What follows belongs to an exercise in optimizing a design on an open flow for small area, a short achievable clock period and few clock cycles; a production flow would make more cautious choices. Function was checked by simulation only, so behaviour that the tests miss may differ from the original. Power and IR drop assume default switching activity.

==> flow/design.v <==
module cache(
    input  wire         clk,
    input  wire         resetn,
    input  wire         valid,
    input  wire         op,
    input  wire [ 2: 0] index,
    input  wire [24: 0] tag,
    input  wire [ 3: 0] offset,
    input  wire [ 3: 0] wstrb,
    input  wire [31: 0] wdata,
    output wire         addr_ok,
    output wire         data_ok,
    output wire [31: 0] rdata,
    output wire         rd_req,
    output wire [ 2: 0] rd_type,
    output wire [31: 0] rd_addr,
    input  wire         rd_rdy,
    input  wire         ret_valid,
    input  wire         ret_last,
    input  wire [31: 0] ret_data,
    output wire         wr_req,
    output wire [ 2: 0] wr_type,
    output wire [31: 0] wr_addr,
    output wire [ 3: 0] wr_wstrb,
    output wire [127:0] wr_data,
    input  wire         wr_rdy
);
reg  [24:0] tag_mem  [0:15];
reg  [15:0] vld;
reg  [15:0] drt;
reg  [ 7:0] lru;                 
wire [31:0] data_mem [0:63];
reg        r_done;               
reg        r_wait;               
reg        r_free;               
reg        r_onrf;               
reg        r_op;
reg [ 2:0] r_index;
reg [ 7:0] r_set;                
reg [24:0] r_tag;
reg [ 1:0] r_word;
reg [ 3:0] r_lane;               
reg [ 3:0] r_wstrb;
reg [31:0] r_wdata;
reg        r_way;                
reg [31:0] rdata_q;
reg        st_now;               
reg         pend;                
reg         p_wb;                
reg         wrdy_q;              
reg         rd_req_q;
reg         wr_req_q;
reg [127:0] wb_buf;
reg [ 24:0] wb_tag;
reg         burst;               
reg         rf;                  
reg         f_way;
reg [  2:0] f_index;
reg [  7:0] f_set;               
reg [  1:0] f_cnt;               
reg [  1:0] a_cnt;               
reg         rq_valid;            
reg [  3:0] rq_lane;             
reg [ 31:0] rq_data;
reg  [7:0] vf_s;                 
reg  [7:0] vv_s;                 
wire [7:0] rf_s;                 
wire [7:0] vs_s;                 
wire [7:0] vd_s;                 
genvar gs;
generate
for (gs = 0; gs < 8; gs = gs + 1) begin : pset
    assign rf_s[gs] = rf & f_set[gs];
    assign vs_s[gs] = vf_s[gs] ? vv_s[gs] : lru[gs];
    assign vd_s[gs] = vs_s[gs] ? (vld[8+gs] & drt[8+gs]) : (vld[gs] & drt[gs]);
end
endgenerate
wire [ 1:0] iw = offset[3:2];
wire [24:0] t0 = tag_mem[{1'b0, index}];
wire [24:0] t1 = tag_mem[{1'b1, index}];
wire [15:0] eq;
genvar ge;
generate
for (ge = 0; ge < 16; ge = ge + 1) begin : cmp
    assign eq[ge] = vld[ge] & (tag_mem[ge] == tag);
end
endgenerate
wire m0 = eq[{1'b0, index}];
wire m1 = eq[{1'b1, index}];
wire hit = m0 | m1;
wire rf_set  = rf_s[index];
wire rf0     = rf_set & ~f_way;              
wire rf1     = rf_set &  f_way;
wire beat    = burst & ret_valid;
wire in_arr  = iw < f_cnt;
wire in_rq   = rq_lane[iw];
wire arr_now = beat & (iw == a_cnt);
wire w_avail = in_arr | in_rq | arr_now;     
wire lane_busy = op & beat & (a_cnt == iw);  
wire done0   = rf0 ? w_avail : ~lane_busy;
wire done1   = rf1 ? w_avail : ~lane_busy;
wire l_done  = m0 & done0 | m1 & done1;
wire l_onrf  = m0 & rf0 & ~w_avail | m1 & rf1 & ~w_avail;
wire same_r = st_now & r_set[index];         
wire vsel   = vs_s[index];
wire vdirty = vd_s[index] | same_r & (r_way == vsel);
wire stale  = same_r & (r_way == vsel);     
wire [127:0] line0 = {data_mem[{1'b0, index, 2'd3}], data_mem[{1'b0, index, 2'd2}],
                      data_mem[{1'b0, index, 2'd1}], data_mem[{1'b0, index, 2'd0}]};
wire [127:0] line1 = {data_mem[{1'b1, index, 2'd3}], data_mem[{1'b1, index, 2'd2}],
                      data_mem[{1'b1, index, 2'd1}], data_mem[{1'b1, index, 2'd0}]};
wire rqf  = rq_lane[iw] & f_set[index];
wire rqf0 = rqf & ~f_way;
wire rqf1 = rqf &  f_way;
wire stf  = st_now & r_set[index] & r_lane[iw];
wire stf0 = stf & ~r_way;
wire stf1 = stf &  r_way;
wire ret0 = r_wait | rf0 & arr_now;
wire ret1 = r_wait | rf1 & arr_now;
wire [3:0] iw1h = 4'd1 << iw;
wire [31:0] x0, x1;
genvar gb;
generate
for (gb = 0; gb < 4; gb = gb + 1) begin : fwd
    wire st0  = ~ret0 & stf0 & r_wstrb[gb];
    wire st1  = ~ret1 & stf1 & r_wstrb[gb];
    wire rq0  = ~ret0 & ~st0 & rqf0;
    wire rq1  = ~ret1 & ~st1 & rqf1;
    wire [3:0] ar0 = {4{~ret0 & ~st0 & ~rqf0}} & iw1h;
    wire [3:0] ar1 = {4{~ret1 & ~st1 & ~rqf1}} & iw1h;
    assign x0[gb*8 +: 8] = {8{ret0}} & ret_data[gb*8 +: 8]
                         | {8{st0}} & r_wdata[gb*8 +: 8]
                         | {8{rq0}} & rq_data[gb*8 +: 8]
                         | {8{ar0[0]}} & line0[  0 + gb*8 +: 8]
                         | {8{ar0[1]}} & line0[ 32 + gb*8 +: 8]
                         | {8{ar0[2]}} & line0[ 64 + gb*8 +: 8]
                         | {8{ar0[3]}} & line0[ 96 + gb*8 +: 8];
    assign x1[gb*8 +: 8] = {8{ret1}} & ret_data[gb*8 +: 8]
                         | {8{st1}} & r_wdata[gb*8 +: 8]
                         | {8{rq1}} & rq_data[gb*8 +: 8]
                         | {8{ar1[0]}} & line1[  0 + gb*8 +: 8]
                         | {8{ar1[1]}} & line1[ 32 + gb*8 +: 8]
                         | {8{ar1[2]}} & line1[ 64 + gb*8 +: 8]
                         | {8{ar1[3]}} & line1[ 96 + gb*8 +: 8];
end
endgenerate
wire [31:0] l_rdata = m1 ? x1 : x0;
wire [127:0] vline;
genvar gv;
generate
for (gv = 0; gv < 16; gv = gv + 1) begin : vmerge
    wire m  = stale & r_lane[gv / 4] & r_wstrb[gv % 4];
    wire u0 = ~m & ~vsel;
    wire u1 = ~m &  vsel;
    assign vline[gv*8 +: 8] = {8{m}} & r_wdata[(gv % 4)*8 +: 8]
                            | {8{u0}} & line0[gv*8 +: 8]
                            | {8{u1}} & line1[gv*8 +: 8];
end
endgenerate
wire r_beat = beat & (a_cnt == r_word);
wire w_done = r_onrf ? r_beat : (~pend & ~r_beat);      
wire acc = valid & r_free;
assign addr_ok  = r_free;
assign data_ok  = r_done;
assign rdata    = rdata_q;
assign wr_req   = wr_req_q;
assign rd_req   = rd_req_q;
assign rd_type  = 3'b100;
assign rd_addr  = {r_tag, r_index, 4'd0};
assign wr_type  = 3'b100;
assign wr_wstrb = 4'b1111;
assign wr_addr  = {wb_tag, r_index, 4'd0};
assign wr_data  = wb_buf;
wire wb_take = wr_req & wr_rdy;
wire rd_take = rd_req & rd_rdy;
wire miss_now = acc & ~hit;
wire pend_n   = ~rd_take & (pend | miss_now);
wire p_wb_n   = pend ? (p_wb & ~wb_take) : vdirty;
wire burst_n  = rd_take | burst & ~(beat & ret_last);
wire wrdy_n   = wr_rdy & ~wb_take;
wire        rf_n    = rd_take | rf & ~(rq_valid & (f_cnt == 2'd3));
wire [ 7:0] fset_n  = rd_take ? r_set : f_set;
wire        fway_n  = rd_take ? r_way : f_way;
wire [15:0] vld_n   = vld | {16{rd_take}} & (16'd1 << {r_way, r_index});
wire [ 7:0] rfs_n   = {8{rf_n}} & fset_n;
always @(posedge clk) begin
    if (!resetn) begin
        r_done <= 1'b0;
        r_wait <= 1'b0;
        r_free <= 1'b1;
        r_onrf <= 1'b0;
        st_now <= 1'b0;
    end else if (acc) begin
        r_done <= l_done;
        r_wait <= ~l_done;
        r_free <= l_done;
        r_onrf <= l_onrf;
        st_now <= op & l_done;
    end else if (r_wait) begin
        if (rd_take)
            r_onrf <= 1'b1;
        if (w_done) begin
            r_done <= 1'b1;
            r_wait <= 1'b0;
            r_free <= 1'b1;
            r_onrf <= 1'b0;
            st_now <= r_op;
        end
    end else begin
        r_done <= 1'b0;
        st_now <= 1'b0;
    end
end
always @(posedge clk) begin
    if (acc) begin
        r_op    <= op;
        r_index <= index;
        r_set   <= 8'd1 << index;
        r_tag   <= tag;
        r_word  <= iw;
        r_lane  <= 4'd1 << iw;
        r_wstrb <= wstrb;
        r_wdata <= wdata;
        r_way   <= m1 | ~m0 & vsel;
    end
end
always @(posedge clk) begin
    rdata_q <= l_rdata;
end
always @(posedge clk) begin
    if (!pend) begin
        wb_buf <= vline;
        wb_tag <= vsel ? t1 : t0;
    end
    rq_data <= ret_data;
end
always @(posedge clk) begin
    if (!resetn) begin
        pend     <= 1'b0;
        p_wb     <= 1'b0;
        wrdy_q   <= 1'b0;
        rd_req_q <= 1'b0;
        wr_req_q <= 1'b0;
        burst    <= 1'b0;
        rf       <= 1'b0;
        f_way    <= 1'b0;
        f_index  <= 3'd0;
        f_set    <= 8'd0;
        f_cnt    <= 2'd0;
        a_cnt    <= 2'd0;
        rq_valid <= 1'b0;
        rq_lane  <= 4'd0;
        vf_s     <= 8'hff;
        vv_s     <= 8'h00;
    end else begin
        vf_s     <= rfs_n | ~vld_n[7:0] | ~vld_n[15:8];
        vv_s     <= (rfs_n & {8{~fway_n}}) | (~rfs_n & vld_n[7:0]);
        wrdy_q   <= wrdy_n;
        rd_req_q <= pend_n & ~burst_n & (~p_wb_n | wrdy_n);
        wr_req_q <= pend_n & p_wb_n;
        rq_valid <= beat;
        rq_lane  <= {4{beat}} & (4'd1 << a_cnt);
        if (beat) begin
            a_cnt <= a_cnt + 2'd1;
            if (ret_last)
                burst <= 1'b0;
        end
        if (rq_valid) begin
            f_cnt <= f_cnt + 2'd1;
            if (f_cnt == 2'd3)
                rf <= 1'b0;
        end
        if (acc & ~hit) begin
            pend <= 1'b1;
            p_wb <= vdirty;
        end
        if (wb_take)
            p_wb <= 1'b0;
        if (rd_take) begin
            pend    <= 1'b0;
            burst   <= 1'b1;
            rf      <= 1'b1;
            f_way   <= r_way;
            f_index <= r_index;
            f_set   <= r_set;
            f_cnt   <= 2'd0;
            a_cnt   <= 2'd0;
        end
    end
end
always @(posedge clk) begin
    if (rd_take)
        tag_mem[{r_way, r_index}] <= r_tag;
end
always @(posedge clk) begin
    if (!resetn) begin
        vld <= 16'd0;
        lru <= 8'd0;
    end else begin
        if (rd_take)
            vld[{r_way, r_index}] <= 1'b1;
        if (acc)
            lru[index] <= ~(m1 | ~m0 & vsel);
    end
end
always @(posedge clk) begin
    if (rd_take)
        drt[{r_way, r_index}] <= 1'b0;
    else if (st_now)
        drt[{r_way, r_index}] <= 1'b1;
end
genvar gw, gj;
generate
for (gj = 0; gj < 4; gj = gj + 1) begin : lane
    wire st_here = st_now & r_lane[gj];
    wire [31:0] bus;
    for (gb = 0; gb < 4; gb = gb + 1) begin : bb
        assign bus[gb*8 +: 8] = (st_here & r_wstrb[gb]) ? r_wdata[gb*8 +: 8] : rq_data[gb*8 +: 8];
    end
    for (gw = 0; gw < 2; gw = gw + 1) begin : way
        for (gs = 0; gs < 8; gs = gs + 1) begin : set
            wire fill = rq_lane[gj] & (f_way == gw) & f_set[gs];
            wire st   = st_here & (r_way == gw) & r_set[gs];
            reg [31:0] q;
            assign data_mem[gw*32 + gs*4 + gj] = q;
            for (gb = 0; gb < 4; gb = gb + 1) begin : bl
                always @(posedge clk) begin
                    if (fill | st & r_wstrb[gb])
                        q[gb*8 +: 8] <= bus[gb*8 +: 8];
                end
            end
        end
    end
end
endgenerate
endmodule
==> flow/flow/run.sh <==
#!/bin/bash
# Standard layout, with the port buffers built from buf_4 instead of the
# smallest buffer ORFS picks (a delay cell that the resizer leaves in place).
cp standard.sh standard_sh_copy.log
export BUFFER_PORTS_ARGS="-buffer_cell sky130_fd_sc_hd__buf_4"
bash standard.sh > standard.log 2>&1
==> flow/standard.sh <==
#!/bin/bash
# synth_recipe.tcl (not shown) runs the flow's synth.tcl, then flattens the netlist and writes it again
# the make line also repeats each setting of config.mk as NAME=value (left out here)
make -C /OpenROAD-flow-scripts/flow DESIGN_CONFIG=/design/flow/config.mk WORK_HOME=/design/flow/orfs CLKGATE_MAP_FILE= SYNTH_SCRIPT=/design/flow/synth_recipe.tcl "${@:-finish}"
==> flow/config.mk <==
export PLATFORM = sky130hd
export DESIGN_NAME = cache
export DESIGN_NICKNAME = cache
export VERILOG_FILES = /design/flow/design.v
export SDC_FILE = /design/flow/constraint.sdc
export NUM_CORES = 4
export LEC_CHECK = 0
export CAP_MARGIN = 20
export CORE_MARGIN = 2
export CORE_UTILIZATION = 50
export CTS_CLUSTER_DIAMETER = 60
export CTS_CLUSTER_SIZE = 20
export PLACE_DENSITY = 0.6
export SETUP_SLACK_MARGIN = 4.0
export SLEW_MARGIN = 20
export TNS_END_PERCENT = 5
==> flow/constraint.sdc <==
create_clock -name core_clock -period 8.0 [get_ports {clk}]
set_input_delay 1.6000 -clock core_clock [delete_from_list [all_inputs] [get_ports {clk}]]
set_output_delay 1.6000 -clock core_clock [all_outputs]
set_load 0.01 [all_outputs]
==> results_dict.tcl, run 1 <==
set metrics [dict create \
    die-area_um2 238000 \
    grt_antenna_before_repair 43 \
    cp-start-kind "primary input" \
    grt_pass1_wl_mm 602 \
    root_buffer "clkbuf_16" \
    tns_ps 0 \
    finalSetupViolations 0 \
    io_buffers 325 \
    drv_slew 0 \
    dp_hpwl_mm 290 \
    period_needed_ps 4310 \
    yosysWarnings 1 \
    cp_common_cell "ha_4" \
    cp_cell_sequence "clkbuf_16 -> clkinv_8 -> ha_4 -> ha_4 -> or4_4 -> buf_12 -> nor3_2 -> a31o_2 -> mux4_2 -> nor2_1 -> or3_1 -> a21oi_1 -> nor3_1" \
    netlist_instances 7487 \
    clk_pin_slew_ps 80 \
    first_pass_iters 13 \
    grt_max_degree 123 \
    synth.cell_area_um2 117000 \
    place_congestion 1.00 \
    hold_buffers 0 \
    dp_slack_ps 1600 \
    fin_nets 7927 \
    clkLatencyLatePin_ps 890 \
    synthFlopType "edfxtp_1" \
    cp_data_arrival_time_ps 5060 \
    criticalPathCategory "primary input to flop" \
    worstHoldStart "lru[6]" \
    reg2reg_from "r_set[6]" \
    fp.dieH_um 488 \
    wirelength_mm 448 \
    ioPinCount 346 \
    max_cap_viol_count 0 \
    dpl.cell_count 10600 \
    drt_iter0_drc 16100 \
    yosysMostFrequentCell "edfxtp_1" \
    cts_made_buffers 193 \
    power.leakage_nw 43.4 \
    crit_required_ps 8750 \
    holdWs_ps 491 \
    end_kind "flop" \
    drive_gt1_frac 0.213 \
    synth-async-reset-ratio 0 \
    fin_area_um2 133000 \
    syn_avg_cell_area_um2 15.6 \
    rr_worst_depth 10 \
    fp.dieW_um 488 \
    relSlewSlack 0.182 \
    final_util 0.569 \
    place_area_um2 124000 \
    synth_edf_count 2697 \
    grt_overflow_total 0 \
    ys_seq_elements 2830 \
    synth_top_area_share 0.691 \
    slowest_delay_ps 610 \
    drc_errors 0 \
    avgViaCountPerCell 7.09 \
    wire_per_inst_um 40.4 \
    hold_path_end "lru[6]" \
    rsz0062_at_grt "yes" \
    crit_fanout 19 \
    seq_area_frac_synth 0.714 \
    worst_r2r_endpoint "rdata_q[29]" \
    drtAntennaViolNets 0 \
    slowest_stage "nor3_2" \
    vias 78700 \
    yosys-top-cells-area "edfxtp_1, a222oi_1, mux4_2" \
    setup_ws_ps 3690 \
    power_density_nw_per_um2 232 \
    ys_types 76 \
    synth_area_leader_cell "edfxtp_1" \
    min_path_type "flop to flop" \
    fp.coreArea_um2 233000 \
    cts.sinks 2830 \
    synth_common_cells "edfxtp_1, a222oi_1, nor2_1" \
    final_cell_count_no_fill 11100 \
    cts_buffer_depth 3 \
    finClkSkew_ps 52.9 \
    min_period_over_period 0.538 \
    htree_levels 4 \
    worst-r2r-setup-slack_ps 4090 \
    rows 177 \
    max-vdd-ir-drop_v 0.000215 \
    grt_pass1_vias 72100 \
    track_usage 0.367 \
    start_util 0.503 \
    hold_path_depth 2 \
    nFillCells 18100 \
    cts_tree "built" \
    total_power_mw 30.7 \
    syn_to_final_growth_pct 13.1 \
    max_freq_mhz 232 \
    tightest_slew_ps 1230 \
    status "no timing/DRC/antenna violations" \
    hold_violations 0 \
]
kinds of logic (layout without fill, tap and decap cells):
kind of cell / after synthesis / after routing / synth area share
buffers and inverters: 657 / 1085 / 0.0252
muxes: 439 / 439 / 0.0584
AOI/OAI and AO/OA: 1848 / 1848 / 0.119
xor gates and xnor gates: 408 / 408 / 0.0305
other: 2 / 44 / 0.0000641
and+or+nand+nor: 1282 / 1290 / 0.0502
adders and majority gates: 21 / 21 / 0.00224
DFF: 2830 / 2830 / 0.714
worst max-delay path by stage:
| stage | startpoint | to | slack, ps | cells past startpoint |
|---|---|---|---|---|
| 2_1_floorplan | index[2] | rdata_q[5] | 3580 | 20 |
| 3_3_place_gp | index[0] | rdata_q[12] | 1630 | 14 |
| 3_5_place_dp | index[1] | rdata_q[0] | 1600 | 14 |
| 4_1_cts | index[1] | rdata_q[19] | 3950 | 13 |
| 5_1_grt | tag[23] | r_onrf | 3770 | 11 |
| 6_report | index[0] | rdata_q[7] | 3690 | 13 |
cells in the final DEF (no fill, tap or decap), types with 79 or more instances in the layout:
cell type,n
a31o_2,79
nand2_1,335
o22ai_1,81
a222oi_1,499
xnor2_1,230
edfxtp_1,2697
mux2_2,184
mux4_2,176
xor2_1,173
clkbuf_16,202
a21oi_1,288
o21ai_0,197
nor2_1,475
buf_4,646
a221oi_1,215
dfxtp_1,133
routing by layer:
layer / share of wire / wire length (µm) / vias up / global-route usage
met4: 0.048 / 21600 / 36 / 0.151
met1: 0.37 / 168000 / 40000 / 0.515
met5: 0.0012 / 531 / - / 0.00449
li1: - / - / 31100 / -
met2: 0.42 / 189000 / 6587 / 0.520
met3: 0.15 / 69000 / 1015 / 0.130
state kept, by name (all words and copies together) (netlist names), 25 cells and up, named ones only:
signal,cells
lane.way.set.q,2048
tag_mem,400
wb_buf,128
r_wdata,32
rdata_q,32
rq_data,32
r_tag,25
wb_tag,25
worst max-delay path, delay by kind of cell:
family          cells  cell delay, ps
buf+inv             3             510
simple gates        5            1630
mux                 1             300
compound gates      2             530
fa+ha+maj           2             430
power breakdown:
group	total [mW]	leakage, nW	switching (mW)	internal [mW]
logic	3.31	14.6	2.21	1.10
registers	16.8	25.6	0.296	16.5
clock network	10.6	3.15	5.40	5.20
what timing repair did:
| action | in CTS | in global routing |
|---|---|---|
| gates resized for setup | 147 | 47 |
| pin swaps | 11 | 6 |
| setup buffers | 47 | 15 |
| endpoints found under the setup margin | 195 | 144 |
| hold endpoints to repair | 0 | 0 |
| cloned | 23 | 3 |
final cells by class:
cell class	instances	area, µm²	share of cell area
Antenna cell	26	65.1	0.000491
Clock buffer	226	5100	0.0385
Clock inverter	110	1400	0.0106
Inverter	23	145	0.00110
Multi-Input combinational cell	4024	31700	0.239
Sequential cell	2830	83700	0.631
Tap cell	3132	3920	0.0296
Timing Repair Buffer	724	6470	0.0488
Timing Repair inverter	2	32.5	0.000246
Testbench counts, summed over its fixed seeds: cycles 96,078.
==> inputs of run 2 (changes only) <==
==> flow/run.sh (new file) <==
#!/bin/bash
# synth_recipe.tcl (not shown) runs the flow's synth.tcl, then flattens the netlist and writes it again
# the make line also repeats each setting of config.mk as NAME=value (left out here)
make -C /OpenROAD-flow-scripts/flow DESIGN_CONFIG=/design/flow/config.mk WORK_HOME=/design/flow/orfs CLKGATE_MAP_FILE= SYNTH_SCRIPT=/design/flow/synth_recipe.tcl finish
removed: flow/flow/run.sh
removed: flow/standard.sh
==> run 2 against run 1 <==
Die area did not move. Via count is 0.24% lower. Clock power about the same. Clock skew is 8.8 ps lower. Combinational power rose by 4%. Area after synthesis did not move. Maximum frequency rose by 5.1%. Sequential power is essentially flat. Largest power group unchanged.
==> results_dict.tcl, run 2 <==
set metrics [dict create \
    cts_tree "built" \
    grtUsageMet2 0.522 \
    fp.dieW_um 488 \
    netlist_instances 7487 \
    reg2reg_from "r_lane[3]" \
    drt_iter0_drc 15300 \
    finalSetupViolations 0 \
    drive_gt1_frac 0.186 \
    tightest_slew_ps 1250 \
    grt_overflow_total 0 \
    grt_antenna_before_repair 37 \
    wirelength_mm 447 \
    wire_per_inst_um 40.1 \
    max-vdd-ir-drop_v 0.000218 \
    fp.dieH_um 488 \
    worst_r2r_endpoint "lane[3].way[1].set[0].q[27]" \
    cp.depth 11 \
    htree_levels 4 \
    dp_hpwl_mm 291 \
    synth-async-reset-ratio 0 \
    layout_commonest_cell "edfxtp_1" \
    cp-start-kind "primary input" \
    status "no timing/DRC/antenna violations" \
    fp.coreArea_um2 233000 \
    rr_worst_depth 4 \
    clk_pin_slew_ps 90 \
    nFillCells 18000 \
    avgViaCountPerCell 7.05 \
    yosys-top-cells-area "edfxtp_1, a222oi_1, mux4_2" \
    start_util 0.503 \
    worst-r2r-setup-slack_ps 4040 \
    cts_buffer_depth 3 \
    grt_use_met3 0.128 \
    syn_to_final_growth_pct 14.6 \
    cp_top_family "buffers and inverters" \
    hold_violations 0 \
    crit_required_ps 8780 \
    top_regs "lane.way.set.q x2048, tag_mem x400, wb_buf x128" \
    drv_slew 0 \
    slowest_stage "buf_4" \
    synth_edf_count 2697 \
    synth_top_area_share 0.691 \
    slowest_delay_ps 580 \
    synthFlopType "edfxtp_1" \
    grtUsageMet1 0.502 \
    grt_pass1_wl_mm 597 \
    min_period_over_period 0.512 \
    finClkSkew_ps 44.1 \
    yosysMostFrequentCell "edfxtp_1" \
    cp_data_arrival_time_ps 4880 \
    max_freq_mhz 244 \
    die-area_um2 238000 \
    total_power_mw 30.6 \
    drc_errors 0 \
    drtAntennaViolNets 0 \
    final_util 0.577 \
    period_needed_ps 4100 \
    grt_max_degree 126 \
    setup_ws_ps 3900 \
    io_buffers 325 \
    power_density_nw_per_um2 228 \
    rsz0062_at_grt "yes" \
    cp_cell_sequence "clkdlybuf4s50_1 -> nand2_1 -> nor3_1 -> buf_4 -> a41o_2 -> buf_4 -> nand2b_4 -> a21oi_4 -> nor2b_1 -> a221o_1 -> a221o_1" \
    ys_types 76 \
    worst-path-buf-inv 3 \
    synth_area_leader_cell "edfxtp_1" \
    ioPinCount 346 \
    seq_area_frac_synth 0.714 \
    crit_fanout 34 \
    hold_path_depth 2 \
    synth_common_cells "edfxtp_1, a222oi_1, nor2_1" \
    grt_pass1_vias 72600 \
    max_cap_viol_count 0 \
    synth.cell_area_um2 117000 \
    power.leakage_nw 43.5 \
    first_pass_iters 10 \
    end_kind "flop" \
    clkLatencyLatePin_ps 900 \
    cts.sinks 2830 \
    worstHoldStart "lru[5]" \
    cts_made_buffers 194 \
    ys_seq_elements 2830 \
    syn_avg_cell_area_um2 15.6 \
    gr-max-usage-layer "met2" \
    fin_nets 7970 \
    hold_buffers 0 \
    tns_ps 0 \
    track_usage 0.364 \
    largest_reg_flops 2048 \
    dp_slack_ps 1700 \
    layout_common_cells "edfxtp_1, a222oi_1, nor2_1" \
    largest_register "lane.way.set.q" \
    root_buffer "clkbuf_16" \
    yosysWarnings 1 \
    min_path_type "flop to flop" \
    criticalPathCategory "primary input to flop" \
    relSlewSlack 0.168 \
    rows 177 \
    hold_path_end "lru[5]" \
    place_congestion 0.987 \
    vias 78500 \
]
-- run 2: cell types whose count changed in the layout (fill, tap and decap cells not counted), moves of 9 or more --
cell / delta
xnor2_1: -11
clkdlybuf4s50_1: +303
bufinv_16: -9
nor4_1: -17
buf_12: +15
xor2_1: -13
nor4_4: +9
buf_4: -300
xor2_2: +12
-- run 2: area by class of cell --
class / count / area, µm² / area share
multi-input cells: 4022 / 32300 / 0.240
diodes: 27 / 67.6 / 0.000503
well taps: 3132 / 3920 / 0.0292
clock buffers: 230 / 5150 / 0.0384
flip-flops and latches: 2830 / 83700 / 0.623
clock inverters: 109 / 1180 / 0.00876
inverters: 23 / 145 / 0.00108
repair buffers: 769 / 7830 / 0.0583
repair inverters: 1 / 11.3 / 0.0000839
-- run 2: cells by family (layout without fill, tap and decap cells) --
family	count (synthesis)	count (layout)	synth area share
fa+ha+maj	21	21	0.00224
buf+inv	657	1132	0.0252
other cells	2	45	0.0000641
compound gates	1848	1848	0.119
xor+xnor	408	408	0.0305
mux	439	439	0.0584
simple gates	1282	1288	0.0502
flops	2830	2830	0.714
-- run 2: repair_timing --
item	in CTS	in global routing
pin swaps	18	32
gates cloned	15	8
setup endpoints to repair	182	159
hold endpoints to repair	0	0
gates resized for setup	215	152
setup buffers	58	23
-- run 2: metal layers --
layer | vias to the layer above | wire [µm]
met3 | 1004 | 66200
li1 | 31100 | -
met4 | 20 | 23400
met2 | 6289 | 191000
met1 | 40100 | 166000
met5 | - | 256
-- run 2: how the worst max path moves through the flow --
stage                   to  slack, ps       from
2_1_floorplan   rdata_q[5]       3580   index[2]
3_3_place_gp   rdata_q[16]       1720   index[1]
3_5_place_dp   rdata_q[16]       1700   index[1]
4_1_cts             r_onrf       3880     tag[0]
5_1_grt        rdata_q[25]       3930   index[0]
6_report       rdata_q[20]       3900  ret_valid
-- run 2: through the flow --
step | area [µm²] | instances | hold WS [ps]
CTS | 133000 | 11100 | 494
finish | 134000 | 11100 | 494
global route | 134000 | 11100 | 514
detailed placement | 125000 | 10700 | 483
global placement | 125000 | 10700 | 473
floorplan | 118000 | 7503 | 442
-- run 2: worst register-to-register path, stage by stage, from the launching register on --
cell and delay (ps):
edfxtp_1 1060, and2_1 1090, nand2_1 120, buf_4 310, o21ai_1 990
-- run 2: power by group --
group	internal [mW]	switching (mW)	leakage, nW	total (mW)
clock network	4.96	5.44	3.05	10.4
logic	1.22	2.22	14.8	3.44
registers	16.5	0.283	25.6	16.8
==> inputs of run 3 (changes only) <==
--- a/flow/design.v
+++ b/flow/design.v
@@ -34,6 +34,7 @@
 reg        r_wait;               
 reg        r_free;               
 reg        r_onrf;               
+reg        rw_rd;                
 reg        r_op;
 reg [ 2:0] r_index;
 reg [ 7:0] r_set;                
@@ -115,8 +116,8 @@
 wire stf  = st_now & r_set[index] & r_lane[iw];
 wire stf0 = stf & ~r_way;
 wire stf1 = stf &  r_way;
-wire ret0 = r_wait | rf0 & arr_now;
-wire ret1 = r_wait | rf1 & arr_now;
+wire ret0 = rf0 & arr_now;
+wire ret1 = rf1 & arr_now;
 wire [3:0] iw1h = 4'd1 << iw;
 wire [31:0] x0, x1;
 genvar gb;
@@ -159,10 +160,12 @@
 endgenerate
 wire r_beat = beat & (a_cnt == r_word);
 wire w_done = r_onrf ? r_beat : (~pend & ~r_beat);      
-wire acc = valid & r_free;
-assign addr_ok  = r_free;
-assign data_ok  = r_done;
-assign rdata    = rdata_q;
+wire armed = rw_rd & burst & (a_cnt == r_word);         
+wire early = armed & ret_valid;
+wire acc = valid & (r_free | early);
+assign addr_ok  = r_free | early;
+assign data_ok  = r_done | early;
+assign rdata    = rw_rd ? ret_data : rdata_q;
 assign wr_req   = wr_req_q;
 assign rd_req   = rd_req_q;
 assign rd_type  = 3'b100;
@@ -189,21 +192,33 @@
         r_wait <= 1'b0;
         r_free <= 1'b1;
         r_onrf <= 1'b0;
+        rw_rd  <= 1'b0;
         st_now <= 1'b0;
     end else if (acc) begin
         r_done <= l_done;
         r_wait <= ~l_done;
         r_free <= l_done;
         r_onrf <= l_onrf;
+        rw_rd  <= l_onrf & ~op;
         st_now <= op & l_done;
+    end else if (early) begin
+        r_done <= 1'b0;
+        r_wait <= 1'b0;
+        r_free <= 1'b1;
+        r_onrf <= 1'b0;
+        rw_rd  <= 1'b0;
+        st_now <= 1'b0;
     end else if (r_wait) begin
-        if (rd_take)
+        if (rd_take) begin
             r_onrf <= 1'b1;
+            rw_rd  <= ~r_op;
+        end
         if (w_done) begin
             r_done <= 1'b1;
             r_wait <= 1'b0;
             r_free <= 1'b1;
             r_onrf <= 1'b0;
+            rw_rd  <= 1'b0;
             st_now <= r_op;
         end
     end else begin
==> flow/flow/run.sh (new file) <==
#!/bin/bash
# Standard layout, with the port buffers built from buf_4 instead of the
# smallest buffer ORFS picks (a delay cell that the resizer leaves in place).
cp standard.sh standard_sh_copy.log
export BUFFER_PORTS_ARGS="-buffer_cell sky130_fd_sc_hd__buf_4"
bash standard.sh > standard.log 2>&1
==> flow/standard.sh (new file) <==
#!/bin/bash
# synth_recipe.tcl (not shown) runs the flow's synth.tcl, then flattens the netlist and writes it again
# the make line also repeats each setting of config.mk as NAME=value (left out here)
make -C /OpenROAD-flow-scripts/flow DESIGN_CONFIG=/design/flow/config.mk WORK_HOME=/design/flow/orfs CLKGATE_MAP_FILE= SYNTH_SCRIPT=/design/flow/synth_recipe.tcl "${@:-finish}"
removed: flow/run.sh
==> run 3 against run 2 <==
Non-clock buffer count increased by 48. Sequential power about the same. Sequential cell count increased by 1. Critical path type unchanged.
==> results_dict.tcl, run 3 <==
set metrics [dict create \
    io_buffers 325 \
    max_cap_viol_count 0 \
    top_regs "lane.way.set.q x2048, tag_mem x400, wb_buf x128" \
    p_comb_frac 0.105 \
    dr_wl_met3_mm 57.4 \
    p_clk_frac 0.349 \
    rows 178 \
    synth.cell_area_um2 118000 \
    synth_top_area_share 0.684 \
    fp.dieH_um 491 \
    max_freq_mhz 231 \
    p_seq_frac 0.546 \
    power.leakage_nw 44.0 \
    crit_required_ps 8760 \
    tns_ps 0 \
    worst-r2r-setup-slack_ps 4050 \
    power_density_nw_per_um2 228 \
    drive_gt1_frac 0.236 \
    total_power_mw 30.8 \
    avgViaCountPerCell 6.91 \
    cp-start-kind "primary input" \
    ys_types 76 \
    dp_hpwl_mm 293 \
    finClkSkew_ps 54.2 \
    cts.sinks 2831 \
    seq_area_frac_synth 0.706 \
    wire_per_inst_um 38.9 \
    period_needed_ps 4320 \
    yosysMostFrequentCell "edfxtp_1" \
    crit_path_end "rdata_q[28]" \
    p_sw_mw 7.85 \
    grt_antenna_before_repair 28 \
    highest_layer "met5" \
    hold_buffers 0 \
    synth_edf_count 2697 \
    grt_max_degree 115 \
    dp_slack_ps 1500 \
    cp_data_arrival_time_ps 5080 \
    grt_overflow_total 0 \
    grt_pass1_vias 74500 \
    rsz0062_at_grt "yes" \
    syn_to_final_growth_pct 14.2 \
    crit_fanout 27 \
    fin_nets 8340 \
    final_util 0.575 \
    met1_length_mm 165 \
    cts_buffer_depth 3 \
    relSlewSlack 0.148 \
    drv_slew 0 \
    syn_avg_cell_area_um2 15.3 \
    cts_tree "built" \
    place_congestion 0.986 \
    first_pass_iters 9 \
    clkLatencyLatePin_ps 900 \
    wirelength_mm 449 \
    htree_levels 4 \
    reg2reg_from "r_lane[3]" \
    end_kind "flop" \
    layout_commonest_cell "edfxtp_1" \
    setup_ws_ps 3680 \
    ys_seq_elements 2831 \
    yosysWarnings 1 \
    yosys-top-cells-area "edfxtp_1, mux2_2, mux4_2" \
    wl_met2_mm 199 \
    criticalPathCategory "primary input to flop" \
    synth_common_cells "edfxtp_1, nand2_1, mux2_2" \
    vias 79700 \
    p_int_mw 23.0 \
    synth-async-reset-ratio 0 \
    min_path_type "flop to flop" \
    netlist_instances 7762 \
    layout_common_cells "edfxtp_1, buf_4, nand2_1" \
    drc_errors 0 \
    holdWs_ps 519 \
    worst_r2r_endpoint "lane[3].way[0].set[3].q[22]" \
    power.share.switching 0.255 \
    min_period_over_period 0.540 \
    status "no timing/DRC/antenna violations" \
    root_buffer "clkbuf_16" \
    fp.dieW_um 491 \
    max-vdd-ir-drop_v 0.000261 \
    startpoint "index[1]" \
    rr_worst_depth 4 \
    hold_violations 0 \
    tightest_slew_ps 1270 \
    track_usage 0.360 \
    ioPinCount 346 \
    drtAntennaViolNets 0 \
    largest_register "lane.way.set.q" \
    fp.coreArea_um2 235000 \
    finalSetupViolations 0 \
    drt_iter0_drc 14000 \
    nFillCells 18400 \
    synth_area_leader_cell "edfxtp_1" \
    largest_reg_flops 2048 \
    die-area_um2 241000 \
    grt_pass1_wl_mm 604 \
    synthFlopType "edfxtp_1" \
    start_util 0.503 \
    cts_made_buffers 193 \
    clk_pin_slew_ps 80 \
]
[run 3: cell types whose count changed in the layout (fill, tap and decap cells not counted), sizes merged, moves of 229 or more]
cell / before / now
a222oi: 499 / 251
a22oi: 65 / 294
clkdlybuf4s50: 303 / 0
mux2: 186 / 442
nand2: 337 / 619
buf: 443 / 801
[run 3: kinds of logic (layout without fill, tap and decap cells)]
logic type | count (synthesis) | in the layout | share of synthesized area
buffers and inverters | 620 | 1197 | 0.0218
AOI/OAI and AO/OA | 1696 | 1696 | 0.103
muxes | 723 | 723 | 0.0820
other | 2 | 43 | 0.0000634
DFF | 2831 | 2831 | 0.706
adders and majority gates | 20 | 20 | 0.00211
xor gates and xnor gates | 406 | 406 | 0.0300
and+or+nand+nor | 1464 | 1471 | 0.0546
[run 3: what timing repair did]
| item | 4_1_cts | 5_1_grt |
|---|---|---|
| buffers inserted | 91 | 18 |
| pin swaps | 30 | 10 |
| gates resized for setup | 200 | 35 |
| cloned | 14 | 8 |
| setup endpoints to repair | 257 | 403 |
[run 3: power by group through the flow]
| stage | sequential (mW) | combinational, mW | clock, mW |
|---|---|---|---|
| 2_1_floorplan | 17.0 | 1.49 | 0 |
| 3_3_place_gp | 17.1 | 2.90 | 0 |
| 3_5_place_dp | 17.1 | 2.92 | 0 |
| 4_1_cts | 16.8 | 3.10 | 10.8 |
| 5_1_grt | 16.8 | 3.31 | 11.3 |
| 6_report | 16.8 | 3.24 | 10.7 |
[run 3: worst min-delay path by stage]
| stage | from | slack, ps | depth (start not counted) | end |
|---|---|---|---|---|
| 6_report | lru[6] | 520 | 2 | lru[6] |
| 5_1_grt | r_tag[21] | 540 | 0 | tag_mem[10][21] |
| 4_1_cts | lru[6] | 520 | 2 | lru[6] |
| 3_5_place_dp | lru[6] | 510 | 2 | lru[6] |
| 3_3_place_gp | lru[6] | 490 | 2 | lru[6] |
| 2_1_floorplan | lru[1] | 440 | 2 | lru[1] |
[run 3: per-layer routing]
layer  up-vias  track usage
met5         -            0
met4         8        0.177
met3      1145       0.0979
met2      6162        0.542
met1     40700        0.486
li1      31800            -
[run 3: critical path, cell delays in order]
cell     delay (ps)
buf_16          110
buf_4           190
mux4_2          500
mux2_2          320
and4_2          320
buf_4           290
buf_6           290
nor2b_2         440
nor2b_2         490
nand2_1         100
a31oi_1         380
[run 3: layout make-up]
| class | count | area, µm² | share of cell area |
|---|---|---|---|
| multi-input combinational | 4334 | 33600 | 0.248 |
| sequential | 2831 | 83700 | 0.618 |
| antenna | 25 | 62.6 | 0.000462 |
| clock buffer | 220 | 5090 | 0.0376 |
| inverter | 34 | 184 | 0.00136 |
| clock inverter | 125 | 1510 | 0.0111 |
| timing repair buffer | 817 | 7290 | 0.0539 |
| timing repair inverter | 1 | 5.00 | 0.0000370 |
| tap | 3150 | 3940 | 0.0291 |
[run 3: through the flow]
step           cells  cell area (µm²)
3_5_place_dp   11000           126000
3_3_place_gp   11000           126000
4_1_cts        11500           135000
6_report       11500           135000
5_1_grt        11500           135000
2_1_floorplan   7778           119000
Testbench counts of run 3, summed over its fixed seeds: cycles 92,404.
==> inputs of run 4 (changes only) <==
--- a/flow/config.mk
+++ b/flow/config.mk
@@ -8,8 +8,6 @@
 export CAP_MARGIN = 20
 export CORE_MARGIN = 2
 export CORE_UTILIZATION = 50
-export CTS_CLUSTER_DIAMETER = 60
-export CTS_CLUSTER_SIZE = 20
 export PLACE_DENSITY = 0.6
 export SETUP_SLACK_MARGIN = 4.0
 export SLEW_MARGIN = 20
==> run 4 against run 3 <==
Die area stayed put. First-iteration DRC count is 0.52% lower. Non-clock buffer count shrank 5. Setup slack improved by 76 ps. Global-route usage grew 0.36 points. Synthesized cell count is the same. Total power increased by 9.5%. Clock power is 28% higher. Utilization rose by 1.1 points. Sequential cell count is the same. Cell area increased by 2.0%. Combinational power about the same.
==> results_dict.tcl, run 4 <==
set metrics [dict create \
    status "no timing/DRC/antenna violations" \
    relSlewSlack 0.135 \
    gr-max-usage-layer "met2" \
    slowest_stage "a31oi_1" \
    largest_register "lane.way.set.q" \
    multi_input_area_um2 33600 \
    synth_top_area_share 0.684 \
    root_buffer "clkbuf_16" \
    ys_types 76 \
    power.leakage_nw 45.4 \
    dp_hpwl_mm 293 \
    yosysMostFrequentCell "edfxtp_1" \
    p_comb_frac 0.096 \
    ys_seq_elements 2831 \
    worst-path-buf-inv 4 \
    die-area_um2 241000 \
    first_pass_iters 9 \
    vias 80400 \
    min_path_type "flop to flop" \
    criticalPathCategory "primary input to flop" \
    cp_data_arrival_time_ps 4910 \
    grt_overflow_total 0 \
    max_freq_mhz 236 \
    synth_area_leader_cell "edfxtp_1" \
    worstHoldStart "lru[1]" \
    synth_edf_count 2697 \
    fp.dieH_um 491 \
    syn_to_final_growth_pct 16.5 \
    crit_fanout 16 \
    p_sw_mw 8.22 \
    cts_made_buffers 312 \
    netlist_instances 7762 \
    p_int_mw 25.5 \
    reg2reg_from "r_lane[3]" \
    tightest_slew_ps 1300 \
    fp.dieW_um 491 \
    yosysWarnings 1 \
    grt_pass1_wl_mm 611 \
    drv_slew 0 \
    cp-start-kind "primary input" \
    synth-async-reset-ratio 0 \
    cts_tree "built" \
    cts_buffer_depth 4 \
    max_cap_viol_count 0 \
    drive_gt1_frac 0.241 \
    htree_levels 5 \
    grt_max_degree 115 \
    seq_area_frac_synth 0.706 \
    drc_errors 0 \
    total_power_mw 33.7 \
    cts.sinks 2831 \
    cp_top_family "simple AND/OR/NAND/NOR gates" \
    synth_common_cells "edfxtp_1, nand2_1, mux2_2" \
    crit_required_ps 8670 \
    place_congestion 0.986 \
    p_seq_frac 0.499 \
    max-vdd-ir-drop_v 0.000168 \
    tns_ps 0 \
    grtUsageMet2 0.547 \
    power.share.switching 0.243 \
    rsz0062_at_grt "yes" \
    finClkSkew_ps 49.5 \
    avgViaCountPerCell 6.86 \
    grtUsageMet1 0.488 \
    startpoint "index[1]" \
    yosys-top-cells-area "edfxtp_1, mux2_2, mux4_2" \
    finalSetupViolations 0 \
    hold_violations 0 \
    track_usage 0.364 \
    power_density_nw_per_um2 245 \
    layout_commonest_cell "edfxtp_1" \
    hold_buffers 0 \
    period_needed_ps 4240 \
    end_kind "flop" \
    io_buffers 325 \
    top_regs "lane.way.set.q x2048, tag_mem x400, wb_buf x128" \
    fp.coreArea_um2 235000 \
    nFillCells 18100 \
    wire_per_inst_um 38.4 \
    drt_iter0_drc 14000 \
    drtAntennaViolNets 0 \
    largest_reg_flops 2048 \
    syn_avg_cell_area_um2 15.3 \
    cp_cell_sequence "buf_16 -> clkinv_16 -> buf_12 -> mux4_2 -> nand2_1 -> and2_4 -> xnor2_1 -> and3_1 -> buf_4 -> nand3_2 -> a31oi_1" \
    grt_use_met3 0.0969 \
    start_util 0.503 \
    ioPinCount 346 \
    slowest_delay_ps 550 \
    p_clk_frac 0.405 \
    register_area_um2 83700 \
    clk_pin_slew_ps 60 \
    rows 178 \
    clkLatencyLatePin_ps 960 \
    wirelength_mm 450 \
    synthFlopType "edfxtp_1" \
    fin_nets 8455 \
    min_period_over_period 0.530 \
    grt_antenna_before_repair 33 \
    layout_common_cells "edfxtp_1, buf_4, nand2_1" \
    synth.cell_area_um2 118000 \
    grt_pass1_vias 75700 \
]
==> run 4: power by group through the flow <==
stage | logic [mW] | clock network, mW | registers (mW)
after floorplan | 1.49 | 0 | 17.0
after global placement | 2.90 | 0 | 17.1
after detailed placement | 2.92 | 0 | 17.1
after CTS | 3.11 | 13.7 | 16.8
after global routing | 3.30 | 14.3 | 16.9
final | 3.23 | 13.7 | 16.9
==> run 4: what timing repair did <==
item	4_1_cts	5_1_grt
gates resized for setup	199	33
pin swaps	32	9
setup buffers	94	18
gates cloned	16	1
endpoints found under the setup margin	257	353
==> run 4: stage by stage <==
stage | utilization | instances | hold WS (ps) | worst slack [ps] | instance area, µm²
after floorplan | - | 7778 | 442 | 3380 | 119000
after global placement | 0.534 | 11000 | 486 | 1510 | 126000
after detailed placement | 0.535 | 11000 | 509 | 1500 | 126000
after CTS | 0.584 | 11700 | 518 | 3810 | 138000
after global routing | 0.586 | 11700 | 540 | 3800 | 138000
final | 0.586 | 11700 | 512 | 3760 | 138000
==> run 4: worst paths after layout <==
path | endpoint | slack [ps] | depth (start not counted)
worst max-delay path | wb_buf[29] | 3760 | 11
worst min-delay path | lru[1] | 510 | 2
worst max register to register | rdata_q[24] | 4100 | 9
worst min register to register | lru[1] | 510 | 2
==> run 4: cells by family after synthesis <==
| kind of cell | Yosys count | synth area share |
|---|---|---|
| other | 2 | 0.0000634 |
| buffers and inverters | 620 | 0.0218 |
| adders and majority gates | 20 | 0.00211 |
| muxes | 723 | 0.0820 |
| and+or+nand+nor | 1464 | 0.0546 |
| DFF | 2831 | 0.706 |
| AOI/OAI and AO/OA | 1696 | 0.103 |
| xor gates and xnor gates | 406 | 0.0300 |
==> run 4: per-layer routing <==
metal / vias to the layer above / part of all wire
met4: 24 / 0.063
met1: 41000 / 0.37
met2: 6104 / 0.44
met3: 1259 / 0.12
li1: 32000 / -
met5: - / 0.00050
==> run 4: cell type report <==
type,count,share of cell area
flip-flops and latches,2831,0.606
multi-input cells,4335,0.243
clock buffers,387,0.0597
repair buffers,812,0.0514
well taps,3150,0.0286
clock inverters,145,0.00860
inverters,34,0.00154
diodes,24,0.000435
repair inverters,1,0.0000363
==> run 4: worst min-delay path, cell delays in order, from the launching register on <==
cell and delay (ps):
dfxtp_1 330, nand3_1 60, o21ai_0 70

## afterwards: timing with drivers on the ports
The results above use ideal ports. As a check the final layouts listed here were re-extracted and re-timed, cells and wires unchanged.
Step 1: set_driving_cell puts a clkbuf_16 on clk and a buf_2 on each other input, an assumption about the parent block.
Step 2 moves the port delays by t, midway between the first and last clock arrival at a register: inputs arrive t later, outputs are due t later. That takes back most of the time a late clock gives input paths.
a / b / c = ideal / step 1 / step 2; a / b = the first two.
| run | t, ns | setup slack, ns | worst setup path after step 2 | slew at the worst register clock pin (ns) | pins driven straight from the clock port |
|---|---|---|---|---|---|
| run 1 | 0.959 | 3.695 / 3.501 / 2.543 | input to register | 0.09 / 0.09 | 1 |
| run 2 | 0.985 | 3.904 / 3.773 / 2.788 | input to register | 0.09 / 0.09 | 1 |
| run 3 | 0.969 | 3.680 / 3.570 / 2.601 | input to register | 0.09 / 0.09 | 1 |
| run 4 | 1.024 | 3.756 / 3.661 / 2.636 | input to register | 0.07 / 0.07 | 1 |
After both steps every run listed still meets setup and hold. For run 1, which loses most, drivers alone change the setup slack by -0.194 ns; drivers and shift together by -1.152 ns.
